From an optimization exercise on the open Yosys and OpenROAD flow, aimed at small area and a short achievable clock period; shortcuts taken in it are not production practice. RTL that was checked went through simulation tests only; none was proved equivalent to the original.

## main
// mac
module mac #(
    parameter N = 32
  )(
    input  wire                clk,
    input  wire                arst_n,
    input  wire                ce,
    input  wire                sload,
    input  wire signed [N-1:0] A,
    input  wire signed [N-1:0] B,
    output wire                pvalid,
    output wire signed [N-1:0] P
  );
  reg  [31:0] a_n;
  reg  [15:0] one_n;
  reg  [15:0] two_n;
  reg  [15:0] neg;
  reg  [31:0] acc_hi;
  reg  [31:0] acc_lo;
  reg         sl;
  reg         hz;
  reg         pv;
  reg         v;
  wire [63:0] acc_in = {acc_hi & {32{~hz}}, acc_lo};
  wire [63:0] row0;
  wire [63:0] row1;
  wire [63:0] sum;
  wire [32:0] bx = {B, 1'b0};
  wire [15:0] b_one;
  wire [15:0] b_two;
  genvar j;
  generate
    for (j = 0; j < 16; j = j + 1) begin : enc
      assign b_one[j] = bx[2*j+1] ^ bx[2*j];
      assign b_two[j] = (bx[2*j+2] & ~bx[2*j+1] & ~bx[2*j]) | (~bx[2*j+2] & bx[2*j+1] & bx[2*j]);
    end
  endgenerate
  wire ld_ab = ce & ~sload;
  always @(posedge clk) begin
    if (ld_ab) begin
      a_n   <= ~A;
      one_n <= ~b_one;
      two_n <= ~b_two;
      neg   <= {B[31], B[29], B[27], B[25], B[23], B[21], B[19], B[17],
                B[15], B[13], B[11], B[9], B[7], B[5], B[3], B[1]};
    end
  end
  wire ld_acc = ce & ~sl;
  always @(posedge clk) begin
    if (ld_acc)
      acc_hi <= sum[63:32];
  end
  always @(posedge clk or negedge arst_n) begin
    if (!arst_n)
      acc_lo <= 32'd0;
    else if (ld_acc)
      acc_lo <= sum[31:0];
  end
  always @(posedge clk or negedge arst_n) begin
    if (!arst_n) begin
      sl <= 1'b1;
      hz <= 1'b1;
      pv <= 1'b0;
      v  <= 1'b0;
    end else if (ce) begin
      sl <= sload;
      hz <= sl;
      pv <= sl & ~hz;
      v  <= sl;
    end
  end
  wire       show = sl & ~hz;
  wire [7:0] pshow;
  generate
    for (j = 0; j < 8; j = j + 1) begin : psel
      wire n1, n0;
      mac_nand2  u_n1 (.a(ce), .b(show), .y(n1));
      mac_nand2b u_n0 (.an(ce), .b(pv), .y(n0));
      mac_nand2  u_o  (.a(n1), .b(n0), .y(pshow[j]));
  ...
Size: ~2300 cells after synthesis, ~100 I/O pins, about 26000 um2 of cells after synthesis.
export LEC_CHECK = 0
export CAP_MARGIN = 20
export CORE_MARGIN = 2
export CORE_UTILIZATION = 70
export SETUP_SLACK_MARGIN = 5
export SLEW_MARGIN = 20
export SYNTH_HIERARCHICAL = 1
create_clock -name core_clock -period 16.5 [get_ports {clk}]
standard.sh (not shown) runs the stock make flow with config.mk's settings and CLKGATE_MAP_FILE= SYNTH_SCRIPT=/design/flow/synth_recipe.tcl, a recipe that flattens the netlist after the stock synthesis.
==> flow/flow/run.sh <==
#!/bin/bash
# Layout flow: the standard flow (standard.sh) with four changes.
#  1. After the standard synthesis, combinational cells that ABC upsized but
#     that drive only a few loads get their smallest size back
#     (flow/downsize.tcl); nothing else in the netlist changes.
#  2. Ports are buffered with buf_2 cells instead of clkdlybuf4s50_1, the
#     delay cell that buffer_ports picks by default.
#  3. Timing repair aims at 9.3 ns of setup slack (a 7.2 ns period) instead
#     of config.mk's SETUP_SLACK_MARGIN; the clock and constraints are the same.
#  4. The pin placer keeps ce, arst_n, sload, pvalid and P on one edge
#     (flow/pins.tcl), so the paths from ce and arst_n to the outputs stay short.
# Each step's output goes to its own log here; ORFS's own logs are under orfs/logs.
set -euo pipefail
bash standard.sh synth > synth.log 2>&1
SYNTH_ODB=$PWD/orfs/results/sky130hd/mac/base/1_synth.odb \
  openroad -no_init -exit flow/downsize.tcl > downsize.log 2>&1
PRE_IO_PLACEMENT_TCL=$PWD/flow/pins.tcl \
BUFFER_PORTS_ARGS="-buffer_cell sky130_fd_sc_hd__buf_2" \
  bash standard.sh SETUP_SLACK_MARGIN=9.3 finish > layout.log 2>&1
Other scripts of this flow, unchanged in this note and not shown: flow/flow/downsize.tcl, flow/flow/pins.tcl
Modified inputs, the feature branch compared to main
diff --git a/flow/design.v b/flow/design.v
--- a/flow/design.v
+++ b/flow/design.v
@@ -63,28 +63,25 @@
       pv <= 1'b0;
       v  <= 1'b0;
     end else if (ce) begin
       sl <= sload;
       hz <= sl;
       pv <= sl & ~hz;
       v  <= sl;
     end
   end
   wire       show = sl & ~hz;
-  wire [7:0] pshow;
+  wire [3:0] pshow;
   generate
-    for (j = 0; j < 8; j = j + 1) begin : psel
-      wire n1, n0;
-      mac_nand2  u_n1 (.a(ce), .b(show), .y(n1));
-      mac_nand2b u_n0 (.an(ce), .b(pv), .y(n0));
-      mac_nand2  u_o  (.a(n1), .b(n0), .y(pshow[j]));
-      assign P[4*j+3:4*j] = acc_hi[4*j+3:4*j] & {4{pshow[j]}};
+    for (j = 0; j < 4; j = j + 1) begin : psel
+      mac_mux u_m (.s(ce), .a1(show), .a0(pv), .y(pshow[j]));
+      assign P[8*j+7:8*j] = acc_hi[8*j+7:8*j] & {8{pshow[j]}};
     end
   endgenerate
   assign pvalid = ce ? (sl & arst_n) : v;
   mac_cpa u_cpa (.x(row0), .y(row1), .s(sum));
   wire [32:0] pp0;
   wire [32:0] pp1;
   wire [32:0] pp2;
   wire [32:0] pp3;
   wire [32:0] pp4;
   wire [32:0] pp5;
@@ -2253,33 +2250,27 @@
   mac_ha u_ha_45 (.x(fc474), .y(fs476), .s(hs45), .c(hc45));
   mac_fa u_fa_477 (.x(acc_in[60]), .y(pp14[32]), .z(pp15[30]), .s(fs477), .c(fc477));
   mac_fa u_fa_478 (.x(kc14), .y(fs477), .z(fc476), .s(fs478), .c(fc478));
   mac_fa1 u_fa1_15 (.x(acc_in[61]), .y(pp15[31]), .s(ks15), .c(kc15));
   mac_ha u_ha_46 (.x(ks15), .y(fc477), .s(hs46), .c(hc46));
   mac_fa u_fa_479 (.x(acc_in[62]), .y(pp15[32]), .z(kc15), .s(fs479), .c(fc479));
   assign is0 = ~acc_in[63];
   assign row0 = {fc479, hc46, fc478, hc45, fc475, hc44, fc470, hc43, fc463, hc42, fc454, hc41, fc443, hc40, fc430, hc39, fc415, hc38, fc398, hc37, fc379, hc36, fc358, hc35, fc335, hc34, fc310, hc33, fc283, hc32, fc254, hc31, hc30, hc29, hc28, hc27, hc26, fs168, hc24, hc23, hc22, hc21, hc20, hc19, hc18, hc17, hc16, hc15, hc14, hc13, hc12, hc11, fs29, hc9, hc8, fs15, fs11, hc5, fs5, fs3, fs1, fs0, pp0[1], pp0[0]};
   assign row1 = {is0, fs479, hs46, fs478, hs45, fs475, hs44, fs470, hs43, fs463, hs42, fs454, hs41, fs443, hs40, fs430, hs39, fs415, hs38, fs398, hs37, fs379, hs36, fs358, hs35, fs335, hs34, fs310, hs33, fs283, hs32, fs254, hs31, hs30, hs29, hs28, hs27, hs26, hs25, hs24, hs23, hs22, hs21, hs20, hs19, hs18, hs17, hs16, hs15, hs14, hs13, hs12, hs11, hs10, hs9, hs8, hs7, hs6, hs5, hs4, hs3, hs2, hs1, hs0};
 endmodule
-module mac_nand2 (
-    input  wire a,
-    input  wire b,
+module mac_mux (
+    input  wire s,
+    input  wire a1,
+    input  wire a0,
     output wire y
   );
-  assign y = ~(a & b);
-endmodule
-module mac_nand2b (
-    input  wire an,
-    input  wire b,
-    output wire y
-  );
-  assign y = ~(~an & b);
+  assign y = s ? a1 : a0;
 endmodule
 module mac_bsel (
     input  wire a1n,
     input  wire a0n,
     input  wire onen,
     input  wire twon,
     input  wire neg,
     output wire pp
   );
   assign pp = ~((onen | a1n) & (twon | a0n)) ^ neg;
### Flow results
Against main, met3 wire length in the feature branch fell by a few percent. Going from main to the feature branch, design area dropped about 0.4%, routability congestion estimate from global placement climbed about 2.4%, critical path depth dropped 1.
Function not checked in main: the RTL went through the layout flow alone.

-- what the ideal ports hide --
In the flow no input, the clock included, has a driving cell. The finished layouts below were timed again as built, in two steps. Step 1 assumes that a clkbuf_16 drives the clock port and a buf_2 every other input. Step 2 also shifts input and output timing later by t, the mid clock arrival at the registers, as if the neighbouring blocks saw the same clock. Three values: no drivers, after step 1, after step 2; two values: the first two.
run | t, ns | setup slack, ns | slew at the worst register clock pin (ns)
main | 0.565 | 9.249 / 9.044 / 9.044 | 0.08 / 0.08
the feature branch | 0.568 | 9.126 / 9.073 / 9.073 | 0.08 / 0.08
After both steps setup and hold are still met in every run listed. For main, which loses most, drivers alone change the setup slack by -0.205 ns; drivers and shift together by -0.205 ns.
